This is an optimization exercise on Yosys and OpenROAD, whose aim is small area, not a production implementation. The RTL was checked by simulation tests, not by an equivalence proof against the original design. No driver is modelled on the clock port, so clocking that relies on it looks cheaper here than on a real chip. Power and IR drop assume default switching activity.

== red ==
Design top, start of the top module:
module top(
  input clk,
  input clr,
  input start,
  input day,
  input Wait,
  input display_d,
  input display_w,
  output reg [3:0] an,
  output reg [6:0] seg7,
  output reg over_3_day,
  output reg over_10_day,
  output reg over_10_night,
  output reg dp
);
clock: 10.0 ns
lec_check: 0
cap_margin: 20
core_margin: 2
core_utilization: 65
slew_margin: 20
standard.sh (not shown) runs the stock make flow with config.mk's settings and CLKGATE_MAP_FILE= SYNTH_SCRIPT=/design/flow/synth_recipe.tcl, a recipe that flattens the netlist after the stock synthesis.
==> flow/flow/run.sh <==
#!/bin/bash
# Standard layout (the standard.sh, standard synthesis), with these changes:
# port buffers use the smallest buffer cell; clock tree synthesis uses
# clkbuf_4 and no dummy loads, and afterwards (flow/post_cts.tcl) upsizes the
# clock buffers that drive 10 or more clock pins. Each tool's full output goes
# to the ORFS logs; make's own output goes to flow_make.log in this folder.
set -euo pipefail
CTS="-sink_clustering_enable -repair_clock_nets -dont_use_dummy_load"
CTS="$CTS -buf_list sky130_fd_sc_hd__clkbuf_4 -sink_clustering_size 40 -sink_clustering_max_diameter 100"
bash standard.sh "CTS_ARGS=$CTS" "BUFFER_PORTS_ARGS=-buffer_cell sky130_fd_sc_hd__buf_1" \
  "POST_CTS_TCL=$PWD/flow/post_cts.tcl" finish > flow_make.log 2>&1
==> flow/flow/post_cts.tcl <==
set block [ord::get_db_block]
set changed 0
foreach inst [$block getInsts] {
  if {[[$inst getMaster] getName] ne "sky130_fd_sc_hd__clkbuf_4"} { continue }
  foreach it [$inst getITerms] {
    if {![$it isOutputSignal]} { continue }
    set net [$it getNet]
    if {$net eq "NULL"} { continue }
    set fo [expr {[llength [$net getITerms]] - 1}]
    if {$fo >= 10} {
      puts "post_cts: [$inst getName] drives $fo pins, upsized to clkbuf_8"
      replace_cell [$inst getName] sky130_fd_sc_hd__clkbuf_8
      incr changed
    }
  }
}
if {$changed > 0} {
  detailed_placement
  check_placement -verbose
}
Relative to red, the following input files were edited for blue:
==> flow/flow/run.sh <==
#!/bin/bash
# Standard layout (the standard.sh, standard synthesis), with two changes:
# port buffers use the smallest buffer cell, and clock tree synthesis inserts
# no dummy loads. Each tool's full output goes to the ORFS logs; make's own
# output goes to flow_make.log in this folder.
set -euo pipefail
CTS="-sink_clustering_enable -repair_clock_nets -dont_use_dummy_load"
CTS="$CTS -buf_list {sky130_fd_sc_hd__clkbuf_4 sky130_fd_sc_hd__clkbuf_8}"
bash standard.sh "CTS_ARGS=$CTS" "BUFFER_PORTS_ARGS=-buffer_cell sky130_fd_sc_hd__buf_1" finish > flow_make.log 2>&1
removed: flow/flow/post_cts.tcl
Results
blue vs. red: clock input transition at the sequential cells of the worst setup and hold paths down 30 ps, cell area power density went up by about 6%, combinational power share lost 1.0 points.
Against red, via count in blue came out better.
Taking red as the reference, in blue total length of routed wires has increased; period utilization roughly the same; overall power higher.
blue and red ended up with nearly the same first-pass GRT wire length.
Compared blue against red; fmax within noise.
Inputs modified between blue and green:
Settings: CORE_UTILIZATION: 65 -> 80.
==> flow/flow/run.sh <==
#!/bin/bash
# Standard layout (the standard.sh, standard synthesis), with these changes:
# port buffers use the smallest buffer cell; clock tree synthesis uses
# clkbuf_4 and no dummy loads, and afterwards (flow/post_cts.tcl) upsizes the
# clock buffers that drive 10 or more clock pins. Each tool's full output goes
# to the ORFS logs; make's own output goes to flow_make.log in this folder.
set -euo pipefail
CTS="-sink_clustering_enable -repair_clock_nets -dont_use_dummy_load"
CTS="$CTS -buf_list sky130_fd_sc_hd__clkbuf_4 -sink_clustering_size 40 -sink_clustering_max_diameter 100"
bash standard.sh "CTS_ARGS=$CTS" "BUFFER_PORTS_ARGS=-buffer_cell sky130_fd_sc_hd__buf_1" \
  "POST_CTS_TCL=$PWD/flow/post_cts.tcl" finish > flow_make.log 2>&1
==> flow/flow/post_cts.tcl (new file) <==
set block [ord::get_db_block]
set changed 0
foreach inst [$block getInsts] {
  if {[[$inst getMaster] getName] ne "sky130_fd_sc_hd__clkbuf_4"} { continue }
  foreach it [$inst getITerms] {
    if {![$it isOutputSignal]} { continue }
    set net [$it getNet]
    if {$net eq "NULL"} { continue }
    set fo [expr {[llength [$net getITerms]] - 1}]
    if {$fo >= 10} {
      puts "post_cts: [$inst getName] drives $fo pins, upsized to clkbuf_8"
      replace_cell [$inst getName] sky130_fd_sc_hd__clkbuf_8
      incr changed
    }
  }
}
if {$changed > 0} {
  detailed_placement
  check_placement -verbose
}
Results
Between blue and green, final core utilization is lower for blue, green comes in above that. Diff blue -> green: relative area of non-clock buffer cells in the final design saw little to no change, filler-free cell count of the finished design moved down.
Edits applied to the flow inputs when going from green to orange:
Settings: CORE_UTILIZATION changed from 80 to 65.
==> flow/flow/run.sh <==
#!/bin/bash
# Standard layout (the standard.sh, standard synthesis), with two changes:
# port buffers use the smallest buffer cell, and clock tree synthesis inserts
# no dummy loads. Each tool's full output goes to the ORFS logs; make's own
# output goes to flow_make.log in this folder.
set -euo pipefail
CTS="-sink_clustering_enable -repair_clock_nets -dont_use_dummy_load"
CTS="$CTS -buf_list sky130_fd_sc_hd__clkbuf_8 -sink_clustering_size 20 -sink_clustering_max_diameter 80"
bash standard.sh "CTS_ARGS=$CTS" "BUFFER_PORTS_ARGS=-buffer_cell sky130_fd_sc_hd__buf_1" finish > flow_make.log 2>&1
removed: flow/flow/post_cts.tcl
Findings:
Every stage of the flow completed for orange, and the final layout passed the timing, design-rule and antenna checks.
| part of the power in the clock network | lower: green |
On core utilization: orange sits below green.
green → orange: combinational power ~0 delta, overall via count from detail_route -about 4%.
green → orange: register bit total from synthesis barely changed, part of the total power dissipated in combinational logic decreased 0.9 points, fraction of met1 tracks used by global routing decreased 3.1 points, fmax increased by about 1.1% relative to the old numbers.
First-pass GRT wire length (lower): orange
Status: sequential power parity (green, orange)

## static timing again, ports no longer ideal
No port has a modelled driver above. Below, the same layouts with a new extraction and two added sets of constraints. Step 1 assumes that a clkbuf_16 drives the clock port and a buf_2 every other input. Step 2 adds t to the input delays and takes it off the output delays; t is the mean of the earliest and latest rising clock arrival at the registers after step 1. Input paths then give back, and output paths get back, about the clock's delay inside the block. a / b / c = ideal ports / drivers / drivers and shift; a / b = the first two.
| run | t (ns) | slack for setup (ns) | worst setup path at the end | clock arrival spread, ns | pins driven straight from the clock port |
|---|---|---|---|---|---|
| red | 0.442 | 3.354 / 3.354 / 3.354 | register to register | 0.021 / 0.022 | 1 |
| blue | 0.472 | 3.360 / 3.360 / 3.360 | register to register | 0.024 / 0.024 | 1 |
| green | 0.441 | 3.285 / 3.285 / 3.285 | register to register | 0.041 / 0.041 | 1 |
| orange | 0.472 | 3.360 / 3.360 / 3.360 | register to register | 0.024 / 0.024 | 1 |
After both steps setup and hold are still met in every run listed.
